Source: an optimization exercise on an open RTL-to-GDS flow (aim: a short achievable clock period and few clock cycles). Production flows keep margins and buffers that such runs may drop. At most, simulation tests tie the RTL to the original design; equivalence was not proved. Only the layout flow was run in runs 2, 3 and 5; the RTL was not checked for function there. Power and IR drop assume default switching activity.

===== run.sh =====
#!/bin/bash
# synth_recipe.tcl (not shown) runs the flow's synth.tcl, then flattens the netlist and writes it again
# the make line also repeats each setting of config.mk as NAME=value (left out here)
make -C /OpenROAD-flow-scripts/flow DESIGN_CONFIG=/design/flow/config.mk WORK_HOME=/design/flow/orfs CLKGATE_MAP_FILE= SYNTH_SCRIPT=/design/flow/synth_recipe.tcl finish

===== config.mk =====
export PLATFORM = sky130hd
export DESIGN_NAME = top
export DESIGN_NICKNAME = top
export VERILOG_FILES = /design/flow/design.v
export SDC_FILE = /design/flow/constraint.sdc
export NUM_CORES = 8
export LEC_CHECK = 0
export CAP_MARGIN = 20
export CORE_MARGIN = 2
export CORE_UTILIZATION = 40
export SETUP_SLACK_MARGIN = 2.0
export SLEW_MARGIN = 20

===== constraint.sdc =====
create_clock -name core_clock -period 4.2 [get_ports {clk}]
set_input_delay 0.8400 -clock core_clock [delete_from_list [all_inputs] [get_ports {clk}]]
set_output_delay 0.8400 -clock core_clock [all_outputs]
set_load 0.01 [all_outputs]

===== design.v =====
`timescale 1ns / 1ps
module PC (
    input logic clk,
    input logic enable,
    input logic reset,
    input logic [4:0] next_inst_addr,
    input logic pc_src,
    input logic halt,
    output logic [4:0] curr_inst_addr
);
  always_ff @(posedge clk)
    if (reset) begin
      curr_inst_addr <= 5'b0;
    end else if ((enable || pc_src) && !halt) begin
      curr_inst_addr <= next_inst_addr;
    end
endmodule
`timescale 1ns / 1ps
module adder #(
    parameter int WIDTH = 8
) (
    input  logic [WIDTH - 1:0] a,
    input  logic [WIDTH - 1:0] b,
    output logic [WIDTH - 1:0] c
);
  assign c = a + b;
endmodule
`timescale 1ns / 1ps
module subtractor (
    input  logic [7:0] a,
    input  logic [7:0] b,
    output logic [7:0] c
);
  assign c = a - b;
endmodule
`timescale 1ns / 1ps
module mux2 #(
    parameter int WIDTH = 8
) (
    input logic [WIDTH - 1:0] d0,
    input logic [WIDTH - 1:0] d1,
    input logic s,
    output logic [WIDTH - 1:0] y
);
  assign y = s ? d1 : d0;
endmodule
`timescale 1ns / 1ps
module ALU (
    input logic [7:0] a,
    input logic [7:0] b,
    input logic f,
    output logic [7:0] y,
    output logic zero
);
  logic [7:0] p, q;
  adder add (
      .a(a),
      .b(b),
      .c(p)
  );
  subtractor sub (
      .a(a),
      .b(b),
      .c(q)
  );
  always_comb
    case (f)
      0: y = p;   
      1: y = q;   
      default: y = {8{1'bx}};
    endcase
  assign zero = (q == 0);
endmodule
`timescale 1ns / 1ps
module controller (
    input logic [2:0] op,
    output logic memW,
    output logic regW,
    output logic aluF,
    output logic mem_to_reg,
    output logic addition,
    output logic branch,
    output logic halt
);
  logic [6:0] controls;
  assign {regW, memW, mem_to_reg, addition, aluF, branch, halt} = controls;
  always_comb
    case (op)
      3'b000:  controls = 7'b0100000;   
      3'b001:  controls = 7'b1010000;   
      3'b010:  controls = 7'b1001000;   
      3'b101:  controls = 7'b0000110;   
      3'b111:  controls = 7'b0000001;   
      default: controls = 7'b0000000;   
    endcase
endmodule
`timescale 1ns / 1ps
module regfile (
    input logic clk,
    input logic write_enable,
    input logic reset,
    input logic [3:0] write_addr,
    input logic [7:0] write_data,
    input logic [3:0] read_addr_1,
    input logic [3:0] read_addr_2,
    output logic [7:0] read_data_1,
    output logic [7:0] read_data_2
);
  logic [7:0] registers[16];
  always_ff @(posedge clk)
    if (reset) begin
      for (int i = 0; i < 16; i = i + 1) begin
        registers[i] <= 8'b0;
      end
    end else if (write_enable) registers[write_addr] <= write_data;
  assign read_data_1 = registers[read_addr_1];
  assign read_data_2 = registers[read_addr_2];
endmodule
`timescale 1ns / 1ps
module dmem (
    input logic clk,
    input logic write_enable,
    input logic reset,
    input logic [3:0] write_addr,
    input logic [7:0] write_data,
    input logic [3:0] read_addr_1,
    input logic [3:0] read_addr_2,
    output logic [7:0] read_data_1,
    output logic [7:0] read_data_2
);
  logic [7:0] memory[16];
  always_ff @(posedge clk)
    if (reset) begin
      for (int i = 0; i < 16; i = i + 1) begin
        memory[i] <= 8'b0;
      end
    end else if (write_enable) memory[write_addr] <= write_data;
  assign read_data_1 = memory[read_addr_1];
  assign read_data_2 = memory[read_addr_2];
endmodule
`timescale 1ns / 1ps
module datapath (
    input logic clk,
    input logic reset,
    input logic [15:0] curr_inst,
    input logic regW,
    input logic [7:0] read_data_dmem,
    input logic mem_to_reg,
    input logic aluF,
    input logic addition,
    input logic branch,
    input logic [4:0] curr_inst_addr,
    output logic [3:0] read_addr_dmem,
    output logic [3:0] write_addr_dmem,
    output logic [4:0] next_inst_addr,
    output logic pc_branch,
    output logic [7:0] write_data_dmem
);
  logic immbit;
  assign immbit = curr_inst[12];
  logic [7:0] aluA, aluB, aluR;
  mux2 #(4) wa_dmem_mux (
      .d0(curr_inst[7:4]),
      .d1(curr_inst[11:8]),
      .s (immbit),
      .y (write_addr_dmem)
  );
  mux2 #(8) wd_dmem_mux (
      .d0(aluB),
      .d1(curr_inst[7:0]),
      .s (immbit),
      .y (write_data_dmem)
  );
  logic zero;
  assign pc_branch = zero & branch;
  logic immbit_addition;
  always_comb
    if (immbit || addition) immbit_addition = 1;
    else immbit_addition = 0;
  logic immbit_not_addition;
  assign immbit_not_addition = immbit && !addition;
  logic [7:0] res_mux_out;
  logic [7:0] write_data_rf;
  logic [3:0] write_addr_rf;
  logic [4:0] cur_addr_plus_1;
  adder #(5) a1 (
      .a(curr_inst_addr),
      .b(5'b00001),
      .c(cur_addr_plus_1)
  );
  mux2 #(5) pc_mux (
      .d0(cur_addr_plus_1),
      .d1(curr_inst[12:8]),
      .s (pc_branch),
      .y (next_inst_addr)
  );
  regfile rf (
      .clk(clk),
      .write_enable(regW),
      .reset(reset),
      .write_addr(write_addr_rf),
      .write_data(write_data_rf),
      .read_addr_1(curr_inst[7:4]),
      .read_addr_2(curr_inst[3:0]),
      .read_data_1(aluA),
      .read_data_2(aluB)
  );
  mux2 #(4) wa_rf_mux (
      .d0(curr_inst[7:4]),
      .d1(curr_inst[11:8]),
      .s (immbit_addition),
      .y (write_addr_rf)
  );
  mux2 #(8) wd_rf_mux (
      .d0(res_mux_out),
      .d1(curr_inst[7:0]),
      .s (immbit_not_addition),
      .y (write_data_rf)
  );
  mux2 #(8) res_mux (
      .d0(aluR),
      .d1(read_data_dmem),
      .s (mem_to_reg),
      .y (res_mux_out)
  );
  ALU alu (
      .a(aluA),
      .b(aluB),
      .f(aluF),
      .y(aluR),
      .zero(zero)
  );
  assign read_addr_dmem = curr_inst[3:0];
endmodule
`timescale 1ns / 1ps
module mips (
    input logic clk,
    input logic reset,
    input logic [15:0] curr_inst,
    input logic [7:0] read_data_dmem,
    input logic [4:0] curr_inst_addr,
    output logic [4:0] next_inst_addr,
    output logic memW,
    output logic [3:0] read_addr_dmem,
    output logic [3:0] write_addr_dmem,
    output logic pc_branch,
    output logic halt,
    output logic [7:0] write_data_dmem
);
  logic regW, aluF, mem_to_reg, addition, branch;
  controller cc (
      .op(curr_inst[15:13]),
      .memW(memW),
      .regW(regW),
      .aluF(aluF),
      .mem_to_reg(mem_to_reg),
      .addition(addition),
      .branch(branch),
      .halt(halt)
  );
  datapath dp (
      .clk(clk),
      .reset(reset),
      .curr_inst(curr_inst),
      .regW(regW),
      .read_data_dmem(read_data_dmem),
      .mem_to_reg(mem_to_reg),
      .aluF(aluF),
      .addition(addition),
      .branch(branch),
      .curr_inst_addr(curr_inst_addr),
      .read_addr_dmem(read_addr_dmem),
      .write_addr_dmem(write_addr_dmem),
      .next_inst_addr(next_inst_addr),
      .pc_branch(pc_branch),
      .write_data_dmem(write_data_dmem)
  );
endmodule
`timescale 1ns / 1ps
module top (
    input logic clk,
    input logic reset,
    output logic [4:0] curr_inst_addr,
    input logic [15:0] curr_inst,
    output logic write_enable_dmem,
    output logic [3:0] write_addr_dmem,
    output logic [7:0] write_data_dmem,
    output logic halted
);
  logic memW;
  logic halt;
  logic [4:0] next_inst_addr;
  logic pc_branch;
  logic [3:0] read_addr_dmem;
  logic [7:0] read_data_dmem;
  logic [3:0] read_addr_dummy;
  logic [7:0] read_data_dummy;
  assign read_addr_dummy = 4'b0;
  assign write_enable_dmem = memW;
  assign halted = halt;
  PC pc (
      .clk(clk),
      .enable(1'b1),
      .reset(reset),
      .next_inst_addr(next_inst_addr),
      .pc_src(pc_branch),
      .halt(halt),
      .curr_inst_addr(curr_inst_addr)
  );
  mips processor (
      .clk(clk),
      .reset(reset),
      .curr_inst(curr_inst),
      .read_data_dmem(read_data_dmem),
      .curr_inst_addr(curr_inst_addr),
      .next_inst_addr(next_inst_addr),
      .memW(memW),
      .read_addr_dmem(read_addr_dmem),
      .write_addr_dmem(write_addr_dmem),
      .pc_branch(pc_branch),
      .halt(halt),
      .write_data_dmem(write_data_dmem)
  );
  dmem dmem (
      .clk(clk),
      .write_enable(memW),
      .reset(reset),
      .write_addr(write_addr_dmem),
      .write_data(write_data_dmem),
      .read_addr_1(read_addr_dmem),
      .read_addr_2(read_addr_dummy),
      .read_data_1(read_data_dmem),
      .read_data_2(read_data_dummy)
  );
endmodule

==> out/results.ini, run 1 <==
[routing]
wl_per_cell_um = 25.15
totalWireLength_um = 40790
antenna_violating_nets_post_route = 0
detailroute.via_count = 9393
drt-pass1-iter-count = 5
drc_errors = 0
detailedRoute.firstIterationViolations = 893
viasPerCell = 5.791

[global_route]
groute.usage.overall_pct = 23.27
grt_pass1_wl_um = 60310
grt_antenna_before_repair = 0
first_global_vias = 9151
grt.overflow.total = 0
pin_count_of_the_biggest_net_entering_global_routing = 35

[sta]
worst-slew-pin-transition_ns = 0.6378
worst_hold_slack_ns = 0.5170
grt_setup_unrepaired = true
fin_skew_ns = 0.02466
timing.final.hold_violations = 0
fmax_ghz = 0.2478
crit_share_post_route_pct = 96.10
fin_crit_ns = 4.036
maxSlewViolCount = 0
report.final.setup_viol = 0
slew_headroom_pct = 57.03

[synthesis]
synth_nets = 1011
count_of_flip_flops_with_a_built_in_enable_after_synthesis = 256
post_synth_num_cell_types = 51
synthesis.instances = 975
yosys-top-cells-count = nor2_1, edfxtp_1, mux4_2, nand2_1, nand2b_1
biggest_area_contributors_in_the_synthesized_netlist = edfxtp_1, mux4_2, nor2_1
area_leader_netlist = edfxtp_1
syn-mean-instance-area_um2 = 13.79
ffs_w_async_s_r_synth_pct = 0
sequential_fraction_of_the_synthesis_area_pct = 57.92
yosys_warnings = 6
synth.top_cell.area_share_pct = 57.18
ys_seq_elements = 261
synthMostInstantiatedCell = nor2_1
synthFlopType = edfxtp_1
synthesis.area_um2 = 13440

[clock_network]
max-clock-path-buffers = 3
cts-htree-levels = 1
cts.clk_slew.worst_paths_ns = 0.07
clk_root_buffer_cell = clkbuf_16
insertion_delay_ns = 0.57
cts_sinks = 261
cts_tree = yes
cts.hold.buffers_added = 0
cts_inserted_buffers = 28

[place]
io_buffers = 36
dpl_cell_area_um2 = 15840
place_hpwl_um = 28260
gpl.final_weighted_congestion = 0.8602

[critical_path]
ff2ff_setup_slack_ns = 0.30
path_class = in -> reg
rr_worst_depth = 13
worstReg2RegEnd = processor.dp.rf.registers[4][7]
crit_path_start_kind = input port
data_required_time_of_the_worst_path_ns = 4.64
worst-path-max-fanout = 6
worst_r2r_startpoint = processor.dp.rf.registers[2][2]
critical_path_end_type = register
cp.arrival_ns = 4.48

[power_and_ir_drop]
clock_power_share_pct = 36.3
swShare_pct = 26.77
cellLeakagePower_nw = 6.735
p_total_mw = 7.358
peakVddDrop_v = 0.0003718
design_internal_power_mw = 5.388
pwr_density_cell_nw_per_um2 = 410.1
share_seq_of_total_power_pct = 40.8
total_switching_power_mw = 1.970
combPwrFrac_pct = 23.0

[floorplanning]
floorplan.die.width_um = 187.3
die_h_um = 187.3
boundaryPins = 37
die-area_um2 = 35090
coreArea_um2 = 33280
initial_cell_density_of_the_core_pct = 40.40
floorplan.rows = 67

[hold_path]
min_path_cells = 2
min-delay-path-class = reg -> reg
timing.hold.worst_endpoint = pc.curr_inst_addr[4]
worst_hold_path_startpoint = pc.curr_inst_addr[4]

[finish]
postLayoutCoreUtil_pct = 53.91
post_route_cells_drive_above_1_share_pct = 44.80
finish.instance_area_um2 = 17940
synthToLayoutAreaGrowth_pct = 33.46
layout.nets = 1188
num_antenna_cells = 0

[run]
cap_viol_max_count = 0

[outcome]
outcome = complete, no violations

-- layout by cell type (no fill, tap or decap), types with 5 or more instances in the layout --
cell and count:
a21oi_1 5, a21oi_2 8, buf_12 24, buf_16 5, buf_2 7, buf_4 110
buf_6 32, bufinv_16 5, clkbuf_1 5, clkbuf_16 30, clkdlybuf4s50_1 15, clkinv_2 7
dfxtp_1 5, edfxtp_1 256, ha_1 6, ha_4 8, inv_1 14, inv_2 8
inv_4 5, mux2i_4 12, mux4_2 115, nand2_1 22, nand2_2 15, nand2_4 14
nand2b_1 6, nand2b_2 8, nand2b_4 28, nand3_1 7, nor2_1 251, nor2_2 21
nor2_4 12
-- layer usage --
layer / share of wire [%] / wire, µm / global-route usage, %
met5: 0 / 0 / 0
met4: 2.7 / 1116 / 6.746
met3: 8.1 / 3284 / 4.090
met2: 46 / 18870 / 35.63
met1: 43 / 17520 / 34.25
-- flip-flops by register name (all words and copies together) (netlist names) --
register,cells
dmem.memory,128
pc.curr_inst_addr,5
processor.dp.rf.registers,128
-- power groups by stage --
stage                     clock network [mW]  logic [mW]  registers [mW]
after detailed placement                   0        1.36            3.05
after CTS                               2.68        1.56            3.00
after global placement                     0        1.35            3.05
final                                   2.67        1.69            3.00
after floorplan                            0       0.824            3.03
after global routing                    2.79        1.76            3.01
-- worst max path at each step --
stage	start	to	cells past startpoint
after CTS	curr_inst[2]	write_data_dmem[7]	8
after global placement	curr_inst[4]	pc.curr_inst_addr[4]	15
after detailed placement	curr_inst[4]	pc.curr_inst_addr[4]	15
final	curr_inst[0]	pc.curr_inst_addr[1]	16
after floorplan	curr_inst[0]	pc.curr_inst_addr[1]	14
after global routing	curr_inst[0]	pc.curr_inst_addr[1]	15
-- critical path, cell delays in order --
cell and delay, ns:
buf_12 0.10, buf_12 0.13, buf_4 0.11, mux4_2 0.50, mux4_2 0.55, inv_2 0.11
ha_4 0.20, nor2b_4 0.14, o22ai_2 0.13, nand2_1 0.09, a211oi_2 0.26, or4b_4 0.50
a2111oi_4 0.28, buf_4 0.21, mux2i_2 0.23, a211oi_2 0.09
-- cell type report --
cell class	count	area, µm²
Fill cell	2698	15340
Sequential cell	261	7787
Multi-Input combinational cell	631	6375
Timing Repair Buffer	203	2116
Clock buffer	37	785.8
Tap cell	448	560.5
Clock inverter	15	203.9
Inverter	27	113.9
-- cell families (layout without fill, tap and decap cells) --
kind of cell	after synthesis	after routing	synth area share (%)
AOI/OAI and AO/OA	58	58	3.025
xor gates and xnor gates	7	7	0.4560
adders and majority gates	18	18	1.787
buffers and inverters	83	282	2.559
DFF	261	261	57.92
muxes	137	137	21.41
and+or+nand+nor	411	411	12.84
-- per-stage QoR --
step	cells	setup WS [ns]	TNS, ns
2_1_floorplan	975	-0.4116	-9.367
3_3_place_gp	1503	-0.4483	-13.28
3_5_place_dp	1503	-0.4543	-14.70
4_1_cts	1597	0.1647	0
5_1_grt	1622	0.07143	0
6_report	1622	0.1640	0
-- what timing repair did --
| item | in CTS | in global routing |
|---|---|---|
| cloned | 5 | 1 |
| setup buffers | 37 | 24 |
| pin swaps | 23 | 12 |
| endpoints found under the hold margin | 0 | 0 |
| endpoints found under the setup margin | 536 | 535 |
| resized for setup | 134 | 50 |
Testbench counts, summed over its fixed seeds: cycles 23,147.
==> inputs of run 2 (changes only) <==
==> design.v (replaced) <==
`timescale 1ns / 1ps
module top (
    input logic clk,
    input logic reset,
    output logic [4:0] curr_inst_addr,
    input logic [15:0] curr_inst,
    output logic write_enable_dmem,
    output logic [3:0] write_addr_dmem,
    output logic [7:0] write_data_dmem,
    output logic halted
);
  logic [7:0] rf[16];
  logic [7:0] dm[16];
  logic [4:0] pc;
  logic halted_r;
  logic [31:0] bp_t;
  logic d_v, d_st, d_ld, d_add, d_br, d_halt, d_wr, d_imm, d_pred;
  logic [7:0] d_k8;
  logic [3:0] d_dst, d_sta;
  logic [15:0] d_ra, d_rb, d_dst_oh, d_sta_oh;
  logic d_fwa, d_fwb, d_fwm;
  logic [4:0] d_pc1, d_tgt, d_pc;
  logic ex_wr, ex_add, ex_br, ex_pred;
  logic [15:0] ex_we;   
  logic [7:0] ex_a, ex_b, ex_l;
  logic [4:0] ex_pc1, ex_tgt, ex_bpc;
  logic st_v;
  logic [3:0] st_a;
  logic [7:0] st_d;
  logic [15:0] st_we;   
  assign curr_inst_addr = pc;
  assign write_enable_dmem = st_v;
  assign write_addr_dmem = st_a;
  assign write_data_dmem = st_d;
  assign halted = halted_r;
  logic [7:0] res;
  logic taken, mispredict;
  assign res = ex_add ? ex_a + ex_b : ex_l;
  assign taken = (ex_a == ex_b);
  assign mispredict = ex_br && (taken != ex_pred);
  logic [7:0] rfa, rfb, dmb;
  always_comb begin
    rfa = 8'd0;
    rfb = 8'd0;
    dmb = 8'd0;
    for (int j = 0; j < 16; j++) begin
      rfa = rfa | (rf[j] & {8{d_ra[j]}});
      rfb = rfb | (rf[j] & {8{d_rb[j]}});
      dmb = dmb | (dm[j] & {8{d_rb[j]}});
    end
  end
  logic [7:0] a_n, b_n, m_n;
  assign a_n = d_fwa ? res : rfa;
  assign b_n = d_fwb ? res : rfb;
  assign m_n = d_fwm ? st_d : dmb;
  logic d_ok;
  assign d_ok = d_v && !mispredict;
  logic [2:0] op;
  logic imm;
  logic [3:0] rd, ra, rb;
  logic [7:0] k8;
  logic [4:0] tgt;
  assign op = curr_inst[15:13];
  assign imm = curr_inst[12];
  assign rd = curr_inst[11:8];
  assign ra = curr_inst[7:4];
  assign rb = curr_inst[3:0];
  assign k8 = curr_inst[7:0];
  assign tgt = curr_inst[12:8];
  logic is_st, is_ld, is_add, is_br, is_halt;
  assign is_st = (op == 3'b000);
  assign is_ld = (op == 3'b001);
  assign is_add = (op == 3'b010);
  assign is_br = (op == 3'b101);
  assign is_halt = (op == 3'b111);
  logic [15:0] ra_oh, rb_oh, rd_oh;
  always_comb
    for (int j = 0; j < 16; j++) begin
      ra_oh[j] = (ra == 4'(j));
      rb_oh[j] = (rb == 4'(j));
      rd_oh[j] = (rd == 4'(j));
    end
  logic f_wr;
  assign f_wr = is_ld || is_add;
  logic [3:0] dst, sta;
  assign dst = (is_ld && !imm) ? ra : rd;
  assign sta = imm ? rd : ra;
  logic [15:0] rz;
  always_comb
    for (int j = 0; j < 16; j++) rz[j] = (rf[j] == 8'd0);
  logic pred;
  assign pred = (ra == rb) || bp_t[pc] || ((rz & ra_oh) != 16'd0 && (rz & rb_oh) != 16'd0);
  logic f_ok;
  assign f_ok = !halted_r && !(d_v && d_halt) && !mispredict;
  logic [4:0] pc1;
  assign pc1 = pc + 5'd1;
  logic r0cap;
  logic cap;
  assign cap = !r0cap && (pc == 5'd0);
  logic [4:0] pc_other;
  always_comb
    if (mispredict) pc_other = ex_pred ? ex_pc1 : ex_tgt;
    else if (halted_r) pc_other = 5'd0;
    else pc_other = pc1;
  logic take;
  assign take = is_br && pred && !mispredict && !halted_r;
  logic [4:0] pc_n;
  assign pc_n = take ? tgt : pc_other;
  always_ff @(posedge clk)
    if (reset) begin
      r0cap <= cap;
      pc <= cap ? (is_br ? tgt : 5'd1) : 5'd0;
      halted_r <= cap && is_halt;
      d_v <= cap;
      ex_wr <= 1'b0;
      ex_br <= 1'b0;
      st_v <= 1'b0;
      bp_t <= 32'd0;
    end else begin
      r0cap <= 1'b0;
      pc <= pc_n;
      if ((f_ok && is_halt && !(d_v && d_br)) || (d_ok && d_halt)) halted_r <= 1'b1;
      d_v <= f_ok;
      ex_wr <= d_ok && d_wr;
      ex_br <= d_ok && d_br;
      st_v <= d_ok && d_st;
      if (ex_br) bp_t[ex_bpc] <= taken;
    end
  always_ff @(posedge clk) begin
    d_st <= is_st;
    d_ld <= is_ld;
    d_add <= is_add;
    d_br <= is_br;
    d_halt <= is_halt;
    d_wr <= f_wr;
    d_imm <= imm;
    d_k8 <= k8;
    d_dst <= dst;
    d_sta <= sta;
    d_ra <= ra_oh;
    d_rb <= rb_oh;
    d_dst_oh <= (is_ld && !imm) ? ra_oh : rd_oh;
    d_sta_oh <= imm ? rd_oh : ra_oh;
    d_pred <= pred || reset;
    d_pc1 <= pc1;
    d_tgt <= tgt;
    d_pc <= pc;
    d_fwa <= !reset && d_v && d_wr && (d_dst == ra);
    d_fwb <= !reset && d_v && d_wr && (d_dst == rb);
    d_fwm <= !reset && d_v && d_st && (d_sta == rb);
  end
  always_ff @(posedge clk) begin
    ex_add <= d_add;
    ex_we <= d_dst_oh;
    ex_a <= a_n;
    ex_b <= b_n;
    ex_l <= d_imm ? d_k8 : m_n;
    ex_pred <= d_pred;
    ex_pc1 <= d_pc1;
    ex_tgt <= d_tgt;
    ex_bpc <= d_pc;
    st_a <= d_sta;
    st_we <= d_sta_oh;
    st_d <= d_imm ? d_k8 : b_n;
  end
  always_ff @(posedge clk)
    for (int i = 0; i < 16; i++)
      if (reset) rf[i] <= 8'd0;
      else if (ex_wr && ex_we[i]) rf[i] <= res;
  always_ff @(posedge clk)
    for (int i = 0; i < 16; i++)
      if (reset) dm[i] <= 8'd0;
      else if (st_v && st_we[i]) dm[i] <= st_d;
endmodule
--- a/config.mk
+++ b/config.mk
@@ -7,6 +7,6 @@
 export LEC_CHECK = 0
 export CAP_MARGIN = 20
 export CORE_MARGIN = 2
-export CORE_UTILIZATION = 40
-export SETUP_SLACK_MARGIN = 2.0
+export CORE_UTILIZATION = 30
+export SETUP_SLACK_MARGIN = 3.0
 export SLEW_MARGIN = 20
==> out/results.ini, run 2 <==
[outcome]
outcome = complete, no violations

[synthesis]
post_synth_num_cell_types = 75
count_of_flip_flops_with_a_built_in_enable_after_synthesis = 1
synth_mux_area_share_pct = 3.256
synth_xor_xnor_area_share_pct = 1.014
yosys.area_share.simple_pct = 20.03
synthesis.area_um2 = 19860
synthesis.instances = 2231
ffs_w_async_s_r_synth_pct = 0
yosys_warnings = 3
synth_nets = 2263
syn-mean-instance-area_um2 = 8.904
biggest_area_contributors_in_the_synthesized_netlist = dfxtp_1, nand3_1, a22oi_1
synthAdderAreaFrac_pct = 0.9196
yosys-top-cells-count = dfxtp_1, nand3_1, nand2_1, nor2_1, clkbuf_1
ys_seq_elements = 488
synth_top_family_by_area = compound AO/OA/AOI/OAI gates
synth_compound_gate_area_share_pct = 20.15
sequential_fraction_of_the_synthesis_area_pct = 49.23
synthMostInstantiatedCell = dfxtp_1
area_leader_netlist = dfxtp_1
synthFlopType = dfxtp_1
synth.top_cell.area_share_pct = 49.08

[power_and_ir_drop]
pwr_density_cell_nw_per_um2 = 398.8
cellLeakagePower_nw = 9.366
design_internal_power_mw = 8.018
peakVddDrop_v = 0.0003313
swShare_pct = 27.00
total_switching_power_mw = 2.965
clock_power_share_pct = 42.2
share_seq_of_total_power_pct = 44.6
combPwrFrac_pct = 13.2

[sta]
fmax_ghz = 0.4196
report.final.setup_viol = 0
timing.final.hold_violations = 0
slew_headroom_pct = 49.64
crit_share_post_route_pct = 56.75
maxSlewViolCount = 0
worst-slew-pin-transition_ns = 0.7491
fin_crit_ns = 2.383
grt_setup_unrepaired = true
fin_setup_tns_ns = 0
fin_skew_ns = 0.03120

[global_route]
first_global_vias = 18160
groute.usage.overall_pct = 23.18
grt_antenna_before_repair = 2
grt.overflow.total = 0
grt_pass1_wl_um = 119800
pin_count_of_the_biggest_net_entering_global_routing = 92

[critical_path]
critPathTopFamily = compound AO/OA/AOI/OAI gates
worstSetupPathDepth = 9
crit_path_start_kind = register
cp.arrival_ns = 2.91
crit_path_max_incr_delay_ns = 0.35
critical_path_end_type = register
crit_path_buf_inv_count = 1
worst-path-max-fanout = 3
rr_worst_depth = 9
crit_chain = ha_4 -> nor4_4 -> buf_6 -> a31oi_4 -> a21o_1 -> o311a_1 -> and3b_2 -> a22o_1 -> o31ai_1
data_required_time_of_the_worst_path_ns = 4.73
path_class = reg -> reg
cp_slowest_cell = o311a_1

[routing]
viasPerCell = 5.889
detailroute.via_count = 18960
detailedRoute.firstIterationViolations = 2355
antenna_violating_nets_post_route = 0
drt-pass1-iter-count = 10
wl_per_cell_um = 25.65
drc_errors = 0
totalWireLength_um = 82610

[finish]
most-common-layout-cells = dfxtp_1, nand3_1, nand2_1
num_antenna_cells = 0
synthToLayoutAreaGrowth_pct = 38.62
layout.nets = 2349
layout.cells.most_common = dfxtp_1
post_route_cells_drive_above_1_share_pct = 39.18
postLayoutCoreUtil_pct = 41.96
reg_top3 = dm x128, rf x128, bp_t x32

[clock_network]
cts-htree-levels = 2
cts.hold.buffers_added = 0
cts_sinks = 488
insertion_delay_ns = 0.63
clk_root_buffer_cell = clkbuf_16
cts.clk_slew.worst_paths_ns = 0.06
cts_tree = yes
cts_inserted_buffers = 52
max-clock-path-buffers = 3

[place]
place_hpwl_um = 51870
io_buffers = 36
gpl.final_weighted_congestion = 0.9695

[hold_path]
min_path_cells = 0
min-delay-path-class = reg -> reg

[floorplanning]
die_h_um = 261.3
floorplan.rows = 94
floorplan.die.width_um = 261.3
initial_cell_density_of_the_core_pct = 30.27
coreArea_um2 = 65630
die-area_um2 = 68290
boundaryPins = 37

[run]
cap_viol_max_count = 0

==> run 2: power groups by stage <==
stage / sequential (mW) / clock (mW) / combinational, mW
4_1_cts: 4.89 / 4.69 / 1.23
6_report: 4.90 / 4.64 / 1.45
3_3_place_gp: 5.03 / 0 / 0.840
3_5_place_dp: 5.03 / 0 / 0.854
2_1_floorplan: 4.91 / 0 / 0.766
5_1_grt: 4.90 / 4.87 / 1.51
==> run 2: area by class of cell <==
| cell class | instances | area, µm² |
|---|---|---|
| clock inverters | 22 | 226.5 |
| inverters | 33 | 135.1 |
| well taps | 864 | 1081 |
| clock buffers | 71 | 1463 |
| fillers | 6230 | 38090 |
| repair buffers | 249 | 2872 |
| multi-input cells | 1493 | 11890 |
| flip-flops and latches | 488 | 9873 |
==> run 2: cells by family (layout without fill, tap and decap cells) <==
kind of cell | Yosys count | count (layout)
flops | 488 | 488
mux | 50 | 50
simple gates | 820 | 823
xor+xnor | 23 | 23
buf+inv | 253 | 375
compound gates | 583 | 583
fa+ha+maj | 14 | 14
==> run 2: per-stage QoR <==
| stage | worst slack [ns] | instances | area (µm²) | hold slack, ns | power (mW) |
|---|---|---|---|---|---|
| after floorplan | 1.767 | 2231 | 22390 | 0.3095 | 5.673 |
| after global placement | 0.5805 | 2961 | 22330 | 0.3103 | 5.866 |
| after detailed placement | 0.4532 | 2961 | 22330 | 0.3120 | 5.881 |
| after CTS | 1.825 | 3160 | 26460 | 0.3229 | 10.81 |
| after global routing | 1.730 | 3220 | 27540 | 0.3283 | 11.28 |
| final | 1.817 | 3220 | 27540 | 0.3253 | 10.98 |
==> run 2: worst paths after layout <==
check                             start  endpoint  slack (ns)
worst max-delay path            ex_a[1]     pc[0]        1.82
worst min register to register    d_add    ex_add        0.33
worst min-delay path              d_add    ex_add        0.33
worst max register to register  ex_a[1]     pc[0]        1.82
==> run 2: worst register-to-register path, cell delays in order, from the launching register on <==
cell and delay [ns]:
dfxtp_2 0.34, ha_4 0.25, nor4_4 0.29, buf_6 0.18, a31oi_4 0.12, a21o_1 0.20
o311a_1 0.35, and3b_2 0.22, a22o_1 0.19, o31ai_1 0.17
==> run 2: repair_timing <==
action,4_1_cts,5_1_grt
pin swaps,66,63
buffers inserted,95,53
gates resized for setup,516,122
cloned,11,7
endpoints found under the setup margin,440,391
==> run 2: metal layers <==
metal | vias to the layer above | track usage [%] | routed length [µm] | share of wire, %
li1 | 8315 | - | - | -
met1 | 9312 | 30.82 | 33790 | 41
met2 | 1062 | 35.16 | 35690 | 43
met3 | 273 | 5.517 | 8559 | 10
met4 | 0 | 11.46 | 4569 | 5.5
met5 | - | 0 | 0 | 0
==> inputs of run 3 (changes only) <==
--- a/config.mk
+++ b/config.mk
@@ -7,6 +7,6 @@
 export LEC_CHECK = 0
 export CAP_MARGIN = 20
 export CORE_MARGIN = 2
-export CORE_UTILIZATION = 30
+export CORE_UTILIZATION = 40
 export SETUP_SLACK_MARGIN = 3.0
 export SLEW_MARGIN = 20
==> out/results.ini, run 3 <==
[outcome]
outcome = complete, no violations

[clock_network]
max-clock-path-buffers = 3
cts_inserted_buffers = 53
cts_tree = yes
cts_sinks = 488
insertion_delay_ns = 0.63
cts.hold.buffers_added = 0
cts-htree-levels = 2
cts.clk_slew.worst_paths_ns = 0.06
clk_root_buffer_cell = clkbuf_16

[sta]
crit_share_post_route_pct = 56.43
fin_skew_ns = 0.03500
grt_setup_unrepaired = true
timing.final.hold_violations = 0
fin_crit_ns = 2.370
fmax_ghz = 0.4219
report.final.setup_viol = 0
maxSlewViolCount = 0
slew_headroom_pct = 32.72
worst-slew-pin-transition_ns = 1.008
fin_setup_tns_ns = 0

[floorplanning]
initial_cell_density_of_the_core_pct = 40.58
die-area_um2 = 51460
die_h_um = 226.8
floorplan.die.width_um = 226.8
boundaryPins = 37
coreArea_um2 = 48950
floorplan.rows = 81

[synthesis]
yosys-top-cells-count = dfxtp_1, nand3_1, nand2_1, nor2_1, clkbuf_1
ys_seq_elements = 488
ffs_w_async_s_r_synth_pct = 0
biggest_area_contributors_in_the_synthesized_netlist = dfxtp_1, nand3_1, a22oi_1
area_leader_netlist = dfxtp_1
synth_nets = 2263
post_synth_num_cell_types = 75
synth.top_cell.area_share_pct = 49.08
synthesis.instances = 2231
sequential_fraction_of_the_synthesis_area_pct = 49.23
yosys_warnings = 3
count_of_flip_flops_with_a_built_in_enable_after_synthesis = 1
synthFlopType = dfxtp_1
syn-mean-instance-area_um2 = 8.904
synthesis.area_um2 = 19860
synthMostInstantiatedCell = dfxtp_1

[finish]
post_route_cells_drive_above_1_share_pct = 48.08
postLayoutCoreUtil_pct = 61.67
synthToLayoutAreaGrowth_pct = 51.98
reg_top3 = dm x128, rf x128, bp_t x32
most-common-layout-cells = dfxtp_1, nor2_1, buf_4
layout.cells.most_common = dfxtp_1
finish.instance_area_um2 = 30190
layout.nets = 2445
filler_cell_count = 3793

[place]
gpl.final_weighted_congestion = 0.9696
io_buffers = 36
dpl_cell_area_um2 = 22160
place_hpwl_um = 52300

[global_route]
grt_antenna_before_repair = 4
grt.overflow.total = 0
grt_pass1_wl_um = 122000
pin_count_of_the_biggest_net_entering_global_routing = 93
groute.usage.overall_pct = 31.98
first_global_vias = 18440

[power_and_ir_drop]
design_internal_power_mw = 8.287
pwr_density_cell_nw_per_um2 = 373.1
combPwrFrac_pct = 13.2
cellLeakagePower_nw = 10.21
peakVddDrop_v = 0.0004120
share_seq_of_total_power_pct = 43.7
clock_power_share_pct = 43.1
total_switching_power_mw = 2.978
swShare_pct = 26.43

[run]
cap_viol_max_count = 0

[routing]
detailedRoute.firstIterationViolations = 2544
drt-pass1-iter-count = 8
detailroute.via_count = 20070
wl_per_cell_um = 29.08
drc_errors = 0
antenna_violating_nets_post_route = 0
viasPerCell = 6.438
totalWireLength_um = 90650

[critical_path]
path_class = reg -> reg
cp.arrival_ns = 2.90
critical_path_end_type = register
data_required_time_of_the_worst_path_ns = 4.73
worst-path-max-fanout = 5
crit_path_start_kind = register

[hold_path]
min-delay-path-class = reg -> reg

==> run 3: changes by cell type in the layout (fill, tap and decap cells not counted), sizes merged <==
| cell | previous run | this run |
|---|---|---|
| diode | 0 | 1 |
| buf | 241 | 312 |
| bufbuf | 1 | 0 |
| clkinvlp | 4 | 2 |
| and2 | 17 | 24 |
| clkbuf | 78 | 108 |
| clkinv | 13 | 4 |
| bufinv | 3 | 5 |
| inv | 35 | 33 |
==> run 3: metrics by stage <==
step / worst slack (ns) / power [mW] / std cells / hold WS (ns)
2_1_floorplan: 1.767 / 5.673 / 2231 / 0.3095
6_report: 1.830 / 11.26 / 3117 / 0.3200
5_1_grt: 1.708 / 11.55 / 3116 / 0.3269
3_5_place_dp: 0.5077 / 5.875 / 2766 / 0.3121
4_1_cts: 1.881 / 11.01 / 3006 / 0.3212
3_3_place_gp: 0.6018 / 5.869 / 2766 / 0.3109
==> run 3: layer usage <==
metal / track usage, % / wire length, µm
met1: 43.77 / 36320
met2: 48.98 / 40030
met3: 7.062 / 9320
met4: 12.46 / 4849
met5: 0 / 128
==> run 3: logic make-up after synthesis <==
group	Yosys count	synth area share [%]
buf+inv	253	5.398
fa+ha+maj	14	0.9197
compound gates	583	20.15
flops	488	49.23
simple gates	820	20.03
mux	50	3.256
xor+xnor	23	1.014
==> run 3: worst paths after layout <==
path / slack, ns / cells past startpoint / to / from
worst max-delay path: 1.83 / 9 / pc[0] / ex_b[6]
worst min-delay path: 0.32 / 0 / ex_pc1[4] / d_pc1[4]
worst max register to register: 1.83 / 9 / pc[0] / ex_b[6]
worst min register to register: 0.32 / 0 / ex_pc1[4] / d_pc1[4]
==> run 3: critical path, stage by stage, from the launching register on <==
cell,delay (ns)
dfxtp_2,0.33
ha_4,0.27
nor4_4,0.30
buf_6,0.18
a31oi_4,0.10
a21o_1,0.19
o311a_1,0.31
and3b_2,0.21
a22o_1,0.19
o31ai_1,0.17
==> run 3: power groups by stage <==
stage	clock (mW)	combinational (mW)	sequential, mW
CTS	4.88	1.23	4.90
finish	4.86	1.48	4.92
global placement	0	0.844	5.03
floorplan	0	0.766	4.91
global route	5.08	1.54	4.93
detailed placement	0	0.849	5.03
==> run 3: layout make-up <==
| cell class | count | area [µm²] | area share (%) |
|---|---|---|---|
| multi-input combinational | 1500 | 13370 | 44.29 |
| sequential | 488 | 9898 | 32.79 |
| timing repair buffer | 337 | 4163 | 13.79 |
| clock buffer | 83 | 1580 | 5.234 |
| tap | 664 | 830.8 | 2.752 |
| clock inverter | 11 | 209.0 | 0.6921 |
| inverter | 33 | 135.1 | 0.4476 |
| antenna | 1 | 2.502 | 0.008289 |
==> run 3: repair_timing <==
action	in CTS	in global routing
endpoints found under the setup margin	441	384
buffers inserted	131	77
gates cloned	15	33
resized for setup	564	405
pin swaps	63	195
==> inputs of run 4 (changes only) <==
--- a/design.v
+++ b/design.v
@@ -9,21 +9,44 @@
     output logic [7:0] write_data_dmem,
     output logic halted
 );
+  function automatic logic [7:0] ks_add(input logic [7:0] a, input logic [7:0] b);
+    logic [7:0] g, p, gg, pp, gn, pn;
+    g = a & b;
+    p = a ^ b;
+    gg = g;
+    pp = p;
+    for (int d = 1; d < 8; d = d * 2) begin
+      gn = gg;
+      pn = pp;
+      for (int i = d; i < 8; i++) begin
+        gn[i] = gg[i] | (pp[i] & gg[i-d]);
+        pn[i] = pp[i] & pp[i-d];
+      end
+      gg = gn;
+      pp = pn;
+    end
+    ks_add = p ^ {gg[6:0], 1'b0};
+  endfunction
   logic [7:0] rf[16];
   logic [7:0] dm[16];
   logic [4:0] pc;
   logic halted_r;
-  logic [31:0] bp_t;
-  logic d_v, d_st, d_ld, d_add, d_br, d_halt, d_wr, d_imm, d_pred;
+  logic d_v, d_st, d_add, d_br, d_halt, d_wr, d_imm, d_pred;
   logic [7:0] d_k8;
   logic [3:0] d_dst, d_sta;
   logic [15:0] d_ra, d_rb, d_dst_oh, d_sta_oh;
-  logic d_fwa, d_fwb, d_fwm;
-  logic [4:0] d_pc1, d_tgt, d_pc;
+  logic d_fwa, d_fwb, d_fwm, d_wfa, d_wfb;
+  logic [4:0] d_pc1, d_tgt;
   logic ex_wr, ex_add, ex_br, ex_pred;
+  logic [3:0] ex_dst;
   logic [15:0] ex_we;   
   logic [7:0] ex_a, ex_b, ex_l;
-  logic [4:0] ex_pc1, ex_tgt, ex_bpc;
+  logic [7:0] ex_ne;   
+  logic [4:0] ex_pc1, ex_tgt;
+  logic w_v;
+  logic [3:0] w_dst;
+  logic [15:0] w_we;
+  logic [7:0] w_d;
   logic st_v;
   logic [3:0] st_a;
   logic [7:0] st_d;
@@ -33,11 +56,12 @@
   assign write_addr_dmem = st_a;
   assign write_data_dmem = st_d;
   assign halted = halted_r;
-  logic [7:0] res;
+  logic [7:0] sum, res;
   logic taken, mispredict;
-  assign res = ex_add ? ex_a + ex_b : ex_l;
-  assign taken = (ex_a == ex_b);
-  assign mispredict = ex_br && (taken != ex_pred);
+  assign sum = ks_add(ex_a, ex_b);
+  assign res = ex_add ? sum : ex_l;
+  assign taken = (ex_ne == 8'd0);
+  assign mispredict = ex_br && (ex_pred ? !taken : taken);
   logic [7:0] rfa, rfb, dmb;
   always_comb begin
     rfa = 8'd0;
@@ -50,8 +74,8 @@
     end
   end
   logic [7:0] a_n, b_n, m_n;
-  assign a_n = d_fwa ? res : rfa;
-  assign b_n = d_fwb ? res : rfb;
+  assign a_n = d_fwa ? res : d_wfa ? w_d : rfa;
+  assign b_n = d_fwb ? res : d_wfb ? w_d : rfb;
   assign m_n = d_fwm ? st_d : dmb;
   logic d_ok;
   assign d_ok = d_v && !mispredict;
@@ -86,10 +110,8 @@
   assign dst = (is_ld && !imm) ? ra : rd;
   assign sta = imm ? rd : ra;
   logic [15:0] rz;
-  always_comb
-    for (int j = 0; j < 16; j++) rz[j] = (rf[j] == 8'd0);
   logic pred;
-  assign pred = (ra == rb) || bp_t[pc] || ((rz & ra_oh) != 16'd0 && (rz & rb_oh) != 16'd0);
+  assign pred = (ra == rb) || ((rz & ra_oh) != 16'd0 && (rz & rb_oh) != 16'd0);
   logic f_ok;
   assign f_ok = !halted_r && !(d_v && d_halt) && !mispredict;
   logic [4:0] pc1;
@@ -97,15 +119,12 @@
   logic r0cap;
   logic cap;
   assign cap = !r0cap && (pc == 5'd0);
-  logic [4:0] pc_other;
-  always_comb
-    if (mispredict) pc_other = ex_pred ? ex_pc1 : ex_tgt;
-    else if (halted_r) pc_other = 5'd0;
-    else pc_other = pc1;
   logic take;
-  assign take = is_br && pred && !mispredict && !halted_r;
-  logic [4:0] pc_n;
-  assign pc_n = take ? tgt : pc_other;
+  assign take = is_br && pred && !halted_r;
+  logic [4:0] pc_seq, pc_alt, pc_n;
+  assign pc_seq = halted_r ? 5'd0 : pc1;
+  assign pc_alt = ex_pred ? ex_pc1 : ex_tgt;
+  assign pc_n = mispredict ? pc_alt : (take ? tgt : pc_seq);
   always_ff @(posedge clk)
     if (reset) begin
       r0cap <= cap;
@@ -114,8 +133,8 @@
       d_v <= cap;
       ex_wr <= 1'b0;
       ex_br <= 1'b0;
+      w_v <= 1'b0;
       st_v <= 1'b0;
-      bp_t <= 32'd0;
     end else begin
       r0cap <= 1'b0;
       pc <= pc_n;
@@ -123,12 +142,11 @@
       d_v <= f_ok;
       ex_wr <= d_ok && d_wr;
       ex_br <= d_ok && d_br;
+      w_v <= ex_wr;
       st_v <= d_ok && d_st;
-      if (ex_br) bp_t[ex_bpc] <= taken;
     end
   always_ff @(posedge clk) begin
     d_st <= is_st;
-    d_ld <= is_ld;
     d_add <= is_add;
     d_br <= is_br;
     d_halt <= is_halt;
@@ -144,29 +162,41 @@
     d_pred <= pred || reset;
     d_pc1 <= pc1;
     d_tgt <= tgt;
-    d_pc <= pc;
     d_fwa <= !reset && d_v && d_wr && (d_dst == ra);
     d_fwb <= !reset && d_v && d_wr && (d_dst == rb);
     d_fwm <= !reset && d_v && d_st && (d_sta == rb);
+    d_wfa <= !reset && ex_wr && (ex_dst == ra);
+    d_wfb <= !reset && ex_wr && (ex_dst == rb);
   end
   always_ff @(posedge clk) begin
     ex_add <= d_add;
+    ex_dst <= d_dst;
     ex_we <= d_dst_oh;
     ex_a <= a_n;
     ex_b <= b_n;
+    ex_ne <= a_n ^ b_n;
     ex_l <= d_imm ? d_k8 : m_n;
     ex_pred <= d_pred;
     ex_pc1 <= d_pc1;
     ex_tgt <= d_tgt;
-    ex_bpc <= d_pc;
     st_a <= d_sta;
     st_we <= d_sta_oh;
     st_d <= d_imm ? d_k8 : b_n;
   end
+  always_ff @(posedge clk) begin
+    w_dst <= ex_dst;
+    w_we <= ex_we;
+    w_d <= res;
+  end
   always_ff @(posedge clk)
     for (int i = 0; i < 16; i++)
-      if (reset) rf[i] <= 8'd0;
-      else if (ex_wr && ex_we[i]) rf[i] <= res;
+      if (reset) begin
+        rf[i] <= 8'd0;
+        rz[i] <= 1'b1;
+      end else if (w_v && w_we[i]) begin
+        rf[i] <= w_d;
+        rz[i] <= (w_d == 8'd0);
+      end
   always_ff @(posedge clk)
     for (int i = 0; i < 16; i++)
       if (reset) dm[i] <= 8'd0;
==> out/results.ini, run 4 <==
[outcome]
outcome = complete, no violations

[synthesis]
ys_seq_elements = 501
synthAdderAreaFrac_pct = 0.6843
yosys.area_share.simple_pct = 18.26
biggest_area_contributors_in_the_synthesized_netlist = dfxtp_1, nand2_1, a21oi_1
synth_compound_gate_area_share_pct = 19.94
syn-mean-instance-area_um2 = 8.676
synth.top_cell.area_share_pct = 51.65
synth_mux_area_share_pct = 2.782
synthesis.instances = 2234
synthFlopType = dfxtp_1
synth_top_family_by_area = compound AO/OA/AOI/OAI gates
yosys_warnings = 3
synthMostInstantiatedCell = dfxtp_1
post_synth_num_cell_types = 62
area_leader_netlist = dfxtp_1
synthesis.area_um2 = 19380
sequential_fraction_of_the_synthesis_area_pct = 51.80
synth_xor_xnor_area_share_pct = 1.898
count_of_flip_flops_with_a_built_in_enable_after_synthesis = 1
synth_nets = 2262
ffs_w_async_s_r_synth_pct = 0
yosys-top-cells-count = dfxtp_1, nand2_1, a21oi_1, clkbuf_1, nand3_1

[finish]
postLayoutCoreUtil_pct = 60.37
post_route_cells_drive_above_1_share_pct = 47.46
layout.cells.most_common = dfxtp_1
synthToLayoutAreaGrowth_pct = 48.73
num_antenna_cells = 0
layout.nets = 2368
most-common-layout-cells = dfxtp_1, nand2_1, a21oi_2
reg_top3 = dm x128, rf x128

[sta]
grt_setup_unrepaired = true
fmax_ghz = 0.4184
crit_share_post_route_pct = 56.91
maxSlewViolCount = 0
slew_headroom_pct = 27.84
timing.final.hold_violations = 0
fin_setup_tns_ns = 0
fin_crit_ns = 2.390
fin_skew_ns = 0.02320
report.final.setup_viol = 0
worst-slew-pin-transition_ns = 1.081

[global_route]
pin_count_of_the_biggest_net_entering_global_routing = 38
first_global_vias = 17880
grt_pass1_wl_um = 117800
groute.usage.overall_pct = 31.39
grt.overflow.total = 0
grt_antenna_before_repair = 2

[routing]
detailedRoute.firstIterationViolations = 2176
detailroute.via_count = 18780
drc_errors = 0
viasPerCell = 6.269
wl_per_cell_um = 27.51
antenna_violating_nets_post_route = 0
drt-pass1-iter-count = 6
totalWireLength_um = 82430

[floorplanning]
floorplan.rows = 80
floorplan.die.width_um = 224.1
coreArea_um2 = 47750
die_h_um = 224.1
boundaryPins = 37
die-area_um2 = 50230
initial_cell_density_of_the_core_pct = 40.59

[clock_network]
cts_inserted_buffers = 52
cts_tree = yes
max-clock-path-buffers = 3
insertion_delay_ns = 0.63
cts-htree-levels = 2
clk_root_buffer_cell = clkbuf_16
cts_sinks = 501
cts.clk_slew.worst_paths_ns = 0.06

[critical_path]
cp.arrival_ns = 2.90
worst-path-max-fanout = 3
path_class = reg -> reg
crit_path_start_kind = register
critical_path_end_type = register
data_required_time_of_the_worst_path_ns = 4.71

[power_and_ir_drop]
cellLeakagePower_nw = 9.920
pwr_density_cell_nw_per_um2 = 374.9
peakVddDrop_v = 0.0003090

[place]
io_buffers = 36
gpl.final_weighted_congestion = 0.9230
place_hpwl_um = 47400

[run]
cap_viol_max_count = 0

[hold_path]
min-delay-path-class = reg -> reg

[run 4: kinds of logic (layout without fill, tap and decap cells)]
family,count (synthesis),in the layout
AO/OA/AOI/OAI,591,591
XOR/XNOR,42,42
adder cells (fa/ha/maj),10,10
buffers and inverters,234,381
flip-flops,501,501
multiplexers,50,50
AND/OR/NAND/NOR,806,806
[run 4: per-stage QoR]
step	area [µm²]	power [mW]	hold slack, ns	instances	worst slack [ns]
after global routing	28830	11.07	0.3280	2996	1.759
final	28830	10.81	0.3214	2996	1.810
after CTS	26860	10.70	0.3233	2939	1.799
after floorplan	22010	5.483	0.3096	2234	1.730
after global placement	21590	5.609	0.3106	2718	0.7834
after detailed placement	21590	5.615	0.3121	2718	0.7470
[run 4: where the power goes]
group | leakage (nW) | internal [mW] | switching [mW]
Clock | 0.893 | 2.89 | 2.07
Sequential | 4.10 | 4.85 | 0.153
Combinational | 4.93 | 0.360 | 0.488
[run 4: path summary, 6_finish.rpt]
kind / startpoint / to / slack (ns) / depth (start not counted)
worst min register to register: d_tgt[0] / ex_tgt[0] / 0.32 / 0
worst max-delay path: ex_a[0] / st_d[4] / 1.81 / 10
worst max register to register: ex_a[0] / st_d[4] / 1.81 / 10
worst min-delay path: d_tgt[0] / ex_tgt[0] / 0.32 / 0
[run 4: critical path: stages (launching register included)]
cell and delay [ns]:
dfxtp_2 0.33, ha_4 0.16, fa_2 0.35, a21o_1 0.18
a21o_1 0.17, buf_4 0.13, buf_6 0.11, xor2_4 0.15
mux2i_4 0.24, a21oi_4 0.13, mux2_4 0.31
[run 4: metal layers]
layer  vias to the layer above  routed length [µm]  part of all wire, %  GRT usage, %
met4                         2                4463                  5.4         15.48
met2                      1142               36140                   44         46.84
met5                         -                  12                0.015             0
met1                      9223               33070                   40         42.16
met3                       306                8737                   11         8.014
li1                       8110                   -                    -             -
[run 4: area by class of cell]
class | instances | area (µm²)
Clock inverter | 30 | 382.9
Sequential cell | 501 | 10200
Inverter | 30 | 122.6
Fill cell | 3651 | 18920
Tap cell | 615 | 769.5
Clock buffer | 65 | 1441
Timing Repair Buffer | 256 | 3372
Multi-Input combinational cell | 1499 | 12540
[run 4: repair_timing]
action | 4_1_cts | 5_1_grt
buffers inserted | 102 | 52
hold endpoints to repair | 0 | 0
setup endpoints to repair | 439 | 328
pin swaps | 83 | 130
gates cloned | 24 | 5
hold buffers | 0 | 0
resized for setup | 650 | 292
Testbench counts of run 4, summed over its fixed seeds: cycles 24,003.
==> inputs of run 5 (changes only) <==
==> design.v (replaced) <==
`timescale 1ns / 1ps
module top (
    input logic clk,
    input logic reset,
    output logic [4:0] curr_inst_addr,
    input logic [15:0] curr_inst,
    output logic write_enable_dmem,
    output logic [3:0] write_addr_dmem,
    output logic [7:0] write_data_dmem,
    output logic halted
);
  logic [7:0] rf[16];
  logic [7:0] dm[16];
  logic [4:0] pc;
  logic halted_r;
  logic [31:0] bp_t;
  logic d_v, d_st, d_add, d_br, d_halt, d_wr, d_imm, d_pred;
  logic [7:0] d_k8;
  logic [3:0] d_dst, d_sta;
  logic [15:0] d_rb, d_dst_oh, d_sta_oh;
  logic d_fwm;
  logic [4:0] d_pc1, d_tgt, d_pc;
  logic [15:0] d_ra_r, d_rb_r, d_st_r;
  logic d_ra_s, d_ra_l, d_ra_w;
  logic d_rb_s, d_rb_l, d_rb_w;
  logic d_st_s, d_st_l, d_st_w, d_st_k;
  logic ex_wr, ex_add, ex_br, ex_pred;
  logic [3:0] ex_dst;
  logic [15:0] ex_we;   
  logic [7:0] ex_a, ex_b, ex_l;
  logic [4:0] ex_alt;   
  logic [4:0] ex_bpc;
  logic w_v;
  logic [15:0] w_we;
  logic [7:0] w_d;
  logic st_v;
  logic [3:0] st_a;
  logic [7:0] st_d;
  logic [15:0] st_we;   
  assign curr_inst_addr = pc;
  assign write_enable_dmem = st_v;
  assign write_addr_dmem = st_a;
  assign write_data_dmem = st_d;
  assign halted = halted_r;
  logic [7:0] sum, res;
  logic taken, mispredict;
  assign sum = ex_a + ex_b;
  assign res = ex_add ? sum : ex_l;
  assign taken = (ex_a == ex_b);
  assign mispredict = ex_br && (ex_pred ? !taken : taken);
  logic [7:0] a_n, b_n, s_n, dmb;
  always_comb begin
    a_n = (sum & {8{d_ra_s}}) | (ex_l & {8{d_ra_l}}) | (w_d & {8{d_ra_w}});
    b_n = (sum & {8{d_rb_s}}) | (ex_l & {8{d_rb_l}}) | (w_d & {8{d_rb_w}});
    s_n = (sum & {8{d_st_s}}) | (ex_l & {8{d_st_l}}) | (w_d & {8{d_st_w}}) | (d_k8 & {8{d_st_k}});
    dmb = 8'd0;
    for (int j = 0; j < 16; j++) begin
      a_n = a_n | (rf[j] & {8{d_ra_r[j]}});
      b_n = b_n | (rf[j] & {8{d_rb_r[j]}});
      s_n = s_n | (rf[j] & {8{d_st_r[j]}});
      dmb = dmb | (dm[j] & {8{d_rb[j]}});
    end
  end
  logic [7:0] m_n;
  assign m_n = d_fwm ? st_d : dmb;
  logic d_ok;
  assign d_ok = d_v && !mispredict;
  logic [2:0] op;
  logic imm;
  logic [3:0] rd, ra, rb;
  logic [7:0] k8;
  logic [4:0] tgt;
  assign op = curr_inst[15:13];
  assign imm = curr_inst[12];
  assign rd = curr_inst[11:8];
  assign ra = curr_inst[7:4];
  assign rb = curr_inst[3:0];
  assign k8 = curr_inst[7:0];
  assign tgt = curr_inst[12:8];
  logic is_st, is_ld, is_add, is_br, is_halt;
  assign is_st = (op == 3'b000);
  assign is_ld = (op == 3'b001);
  assign is_add = (op == 3'b010);
  assign is_br = (op == 3'b101);
  assign is_halt = (op == 3'b111);
  logic [15:0] ra_oh, rb_oh, rd_oh;
  always_comb
    for (int j = 0; j < 16; j++) begin
      ra_oh[j] = (ra == 4'(j));
      rb_oh[j] = (rb == 4'(j));
      rd_oh[j] = (rd == 4'(j));
    end
  logic f_wr;
  assign f_wr = is_ld || is_add;
  logic [3:0] dst, sta;
  assign dst = (is_ld && !imm) ? ra : rd;
  assign sta = imm ? rd : ra;
  logic ea, eb, wa, wb;
  assign ea = d_v && d_wr && (d_dst == ra);
  assign eb = d_v && d_wr && (d_dst == rb);
  assign wa = ex_wr && (ex_dst == ra);
  assign wb = ex_wr && (ex_dst == rb);
  logic pred;
  assign pred = (ra == rb) || bp_t[pc];
  logic f_ok;
  assign f_ok = !halted_r && !(d_v && d_halt) && !mispredict;
  logic [4:0] pc1;
  assign pc1 = pc + 5'd1;
  logic r0cap;
  logic cap;
  assign cap = !r0cap && (pc == 5'd0);
  logic take;
  assign take = is_br && pred && !halted_r;
  logic [4:0] pc_seq, pc_n;
  assign pc_seq = halted_r ? 5'd0 : pc1;
  assign pc_n = mispredict ? ex_alt : (take ? tgt : pc_seq);
  always_ff @(posedge clk)
    if (reset) begin
      r0cap <= cap;
      pc <= cap ? (is_br ? tgt : 5'd1) : 5'd0;
      halted_r <= cap && is_halt;
      d_v <= cap;
      ex_wr <= 1'b0;
      ex_br <= 1'b0;
      w_v <= 1'b0;
      st_v <= 1'b0;
      bp_t <= 32'd0;
    end else begin
      r0cap <= 1'b0;
      pc <= pc_n;
      if ((f_ok && is_halt && !(d_v && d_br)) || (d_ok && d_halt)) halted_r <= 1'b1;
      d_v <= f_ok;
      ex_wr <= d_ok && d_wr;
      ex_br <= d_ok && d_br;
      w_v <= ex_wr;
      st_v <= d_ok && d_st;
      if (ex_br) bp_t[ex_bpc] <= taken;
    end
  always_ff @(posedge clk) begin
    d_st <= is_st;
    d_add <= is_add;
    d_br <= is_br;
    d_halt <= is_halt;
    d_wr <= f_wr;
    d_imm <= imm;
    d_k8 <= k8;
    d_dst <= dst;
    d_sta <= sta;
    d_rb <= rb_oh;
    d_dst_oh <= (is_ld && !imm) ? ra_oh : rd_oh;
    d_sta_oh <= imm ? rd_oh : ra_oh;
    d_pred <= pred || reset;
    d_pc1 <= pc1;
    d_tgt <= tgt;
    d_pc <= pc;
    if (reset) begin
      d_ra_r <= 16'd0;
      d_rb_r <= 16'd0;
      d_st_r <= 16'd0;
      {d_ra_s, d_ra_l, d_ra_w} <= 3'b000;
      {d_rb_s, d_rb_l, d_rb_w} <= 3'b000;
      {d_st_s, d_st_l, d_st_w} <= 3'b000;
      d_st_k <= imm;
      d_fwm <= 1'b0;
    end else begin
      d_ra_r <= (ea || wa) ? 16'd0 : ra_oh;
      d_rb_r <= (eb || wb) ? 16'd0 : rb_oh;
      d_st_r <= (imm || eb || wb) ? 16'd0 : rb_oh;
      d_ra_s <= ea && d_add;
      d_ra_l <= ea && !d_add;
      d_ra_w <= !ea && wa;
      d_rb_s <= eb && d_add;
      d_rb_l <= eb && !d_add;
      d_rb_w <= !eb && wb;
      d_st_s <= !imm && eb && d_add;
      d_st_l <= !imm && eb && !d_add;
      d_st_w <= !imm && !eb && wb;
      d_st_k <= imm;
      d_fwm <= d_v && d_st && (d_sta == rb);
    end
  end
  always_ff @(posedge clk) begin
    ex_add <= d_add;
    ex_dst <= d_dst;
    ex_we <= d_dst_oh;
    ex_a <= a_n;
    ex_b <= b_n;
    ex_l <= d_imm ? d_k8 : m_n;
    ex_pred <= d_pred;
    ex_alt <= d_pred ? d_pc1 : d_tgt;
    ex_bpc <= d_pc;
    st_a <= d_sta;
    st_we <= d_sta_oh;
    st_d <= s_n;
  end
  always_ff @(posedge clk) begin
    w_we <= ex_we;
    w_d <= res;
  end
  always_ff @(posedge clk)
    for (int i = 0; i < 16; i++)
      if (reset) rf[i] <= 8'd0;
      else if (w_v && w_we[i]) rf[i] <= w_d;
  always_ff @(posedge clk)
    for (int i = 0; i < 16; i++)
      if (reset) dm[i] <= 8'd0;
      else if (st_v && st_we[i]) dm[i] <= st_d;
endmodule
==> out/results.ini, run 5 <==
[power_and_ir_drop]
clock_power_share_pct = 45.2
cellLeakagePower_nw = 10.20
peakVddDrop_v = 0.0003751
design_internal_power_mw = 9.292
combPwrFrac_pct = 10.6
swShare_pct = 26.22
pwr_density_cell_nw_per_um2 = 404.0
total_switching_power_mw = 3.302
share_seq_of_total_power_pct = 44.2

[floorplanning]
boundaryPins = 37
floorplan.rows = 85
die-area_um2 = 56930
floorplan.die.width_um = 238.6
die_h_um = 238.6
coreArea_um2 = 54130
initial_cell_density_of_the_core_pct = 40.67

[synthesis]
post_synth_num_cell_types = 60
ys_seq_elements = 551
synthMostInstantiatedCell = dfxtp_1
synthFlopType = dfxtp_1
synthesis.area_um2 = 22010
sequential_fraction_of_the_synthesis_area_pct = 50.15
count_of_flip_flops_with_a_built_in_enable_after_synthesis = 1
synthesis.instances = 2554
synth_nets = 2586
biggest_area_contributors_in_the_synthesized_netlist = dfxtp_1, nand3_1, a21oi_1
synth.top_cell.area_share_pct = 50.01
yosys_warnings = 3
area_leader_netlist = dfxtp_1
yosys-top-cells-count = dfxtp_1, nand2_1, nand3_1, a21oi_1, clkbuf_1
ffs_w_async_s_r_synth_pct = 0
syn-mean-instance-area_um2 = 8.620

[global_route]
groute.usage.overall_pct = 34.01
first_global_vias = 20390
grt_pass1_wl_um = 142600
pin_count_of_the_biggest_net_entering_global_routing = 131
grt_antenna_before_repair = 6
grt.overflow.total = 0

[clock_network]
max-clock-path-buffers = 3
cts.clk_slew.worst_paths_ns = 0.06
insertion_delay_ns = 0.65
cts.hold.buffers_added = 0
cts-htree-levels = 2
cts_inserted_buffers = 59
clk_root_buffer_cell = clkbuf_16
cts_tree = yes
cts_sinks = 551

[sta]
worst-slew-pin-transition_ns = 0.8636
crit_share_post_route_pct = 51.84
fin_setup_tns_ns = 0
maxSlewViolCount = 0
report.final.setup_viol = 0
fmax_ghz = 0.4593
slew_headroom_pct = 42.35
fin_crit_ns = 2.177
fin_skew_ns = 0.03780
grt_setup_unrepaired = true
timing.final.hold_violations = 0

[critical_path]
cp.arrival_ns = 2.70
critical_path_end_type = register
crit_path_start_kind = register
data_required_time_of_the_worst_path_ns = 4.73
path_class = reg -> reg
worst-path-max-fanout = 4

[finish]
most-common-layout-cells = dfxtp_1, a21oi_2, nand3_1
layout.area.seq_um2 = 11250
synthToLayoutAreaGrowth_pct = 41.61
layout.cells.most_common = dfxtp_1
reg_top3 = dm x128, rf x128, bp_t x32
post_route_cells_drive_above_1_share_pct = 44.15
filler_cell_count = 4360
postLayoutCoreUtil_pct = 57.59
multi_input_comb_area_um2 = 13800
layout.nets = 2630

[place]
io_buffers = 36
place_hpwl_um = 63510
gpl.final_weighted_congestion = 1.061

[routing]
drc_errors = 0
wl_per_cell_um = 31.32
detailedRoute.firstIterationViolations = 3246
antenna_violating_nets_post_route = 0
totalWireLength_um = 104800
detailroute.via_count = 22140
drt-pass1-iter-count = 9
viasPerCell = 6.616

[hold_path]
min-delay-path-class = reg -> reg

[run]
cap_viol_max_count = 0

[outcome]
outcome = complete, no violations

[run 5: changes by cell type in the layout (fill, tap and decap cells not counted), moves of 29 or more]
cell,before,now
nand3_1,36,256
nand2_1,372,222
a22oi_1,22,155
nand3_4,57,8
a221oi_2,52,7
dfxtp_2,29,68
nor2_1,21,59
a22o_1,78,41
nand2_2,50,79
[run 5: worst max-delay path, stage by stage (launching register included)]
cell and delay, ns:
dfxtp_4 0.35, ha_4 0.25, nor3_4 0.25, and3_4 0.24
buf_12 0.14, mux2_4 0.33, a32o_1 0.26, a41oi_2 0.16
nand2_1 0.06
[run 5: layout make-up]
| cell class | count | area share (%) |
|---|---|---|
| inverter | 21 | 0.2930 |
| sequential | 551 | 36.08 |
| clock inverter | 32 | 1.497 |
| multi-input combinational | 1742 | 44.27 |
| tap | 696 | 2.793 |
| antenna | 2 | 0.01605 |
| timing repair buffer | 223 | 9.672 |
| clock buffer | 79 | 5.370 |
[run 5: final timing paths]
path / startpoint / endpoint / slack (ns) / cells after the start
max: ex_b[1] / pc[1] / 2.02 / 8
min: ex_we[4] / w_we[4] / 0.32 / 0
max reg2reg: ex_b[1] / pc[1] / 2.02 / 8
min reg2reg: ex_we[4] / w_we[4] / 0.32 / 0
[run 5: layer usage]
layer | GRT usage, % | wire length [µm]
met2 | 51.06 | 45510
met1 | 47.11 | 41630
met5 | 0 | 57
met3 | 8.453 | 12680
met4 | 12.67 | 4925
[run 5: timing repair]
item | 4_1_cts | 5_1_grt
gates cloned | 16 | 23
pin swaps | 107 | 136
endpoints found under the setup margin | 481 | 452
resized for setup | 517 | 457
setup buffers | 87 | 40
[run 5: power groups by stage]
| stage | Clock [mW] | Combinational, mW | Sequential (mW) |
|---|---|---|---|
| 2_1_floorplan | 0 | 0.690 | 5.52 |
| 3_3_place_gp | 0 | 0.741 | 5.69 |
| 3_5_place_dp | 0 | 0.747 | 5.69 |
| 4_1_cts | 5.72 | 1.06 | 5.54 |
| 5_1_grt | 5.92 | 1.38 | 5.56 |
| 6_report | 5.69 | 1.34 | 5.56 |
[run 5: through the flow]
step	worst slack, ns	instance area, µm²	cells	hold WS, ns	power [mW]
after detailed placement	1.297	23970	3067	0.3120	6.438
after global routing	2.016	31170	3344	0.3195	12.87
after global placement	1.358	23970	3067	0.3122	6.432
after floorplan	2.189	24290	2554	0.3095	6.208
final	2.023	31180	3346	0.3222	12.59
after CTS	2.081	28550	3281	0.3226	12.32
[run 5: kinds of logic (layout without fill, tap and decap cells)]
group | count (synthesis) | in the layout | share of synthesized area, %
flops | 551 | 551 | 50.15
xor+xnor | 36 | 36 | 1.432
buf+inv | 268 | 355 | 4.666
fa+ha+maj | 14 | 14 | 0.8298
other cells | 0 | 2 | 0
simple gates | 950 | 957 | 19.91
compound gates | 694 | 694 | 20.55
mux | 41 | 41 | 2.461

==> what the ideal ports hide <==
No port has a modelled driver above. Below, the same layouts with a new extraction and two added sets of constraints. Step 1, drivers: a clkbuf_16 drives clk and a buf_2 each remaining input, both assumed. Step 2 moves the port delays by t, midway between the first and last clock arrival at a register: inputs arrive t later, outputs are due t later. That takes back most of the time a late clock gives input paths. Three values: ideal, step 1, step 2; two values: the first two.
run | shift t [ns] | setup slack, ns | latest minus earliest clock arrival (ns)
run 1 | 0.601 | 0.164 / 0.145 / -0.457 | 0.025 / 0.025
run 2 | 0.678 | 1.817 / 1.817 / 1.367 | 0.041 / 0.041
run 3 | 0.679 | 1.830 / 1.830 / 1.360 | 0.037 / 0.037
run 4 | 0.677 | 1.810 / 1.810 / 1.443 | 0.024 / 0.023
run 5 | 0.692 | 2.023 / 2.023 / 1.745 | 0.042 / 0.042
Met with ideal ports but missed after step 2: setup timing in run 1. The setup slack of run 1, which loses most, moves by -0.019 ns with the drivers and by -0.621 ns with both steps.
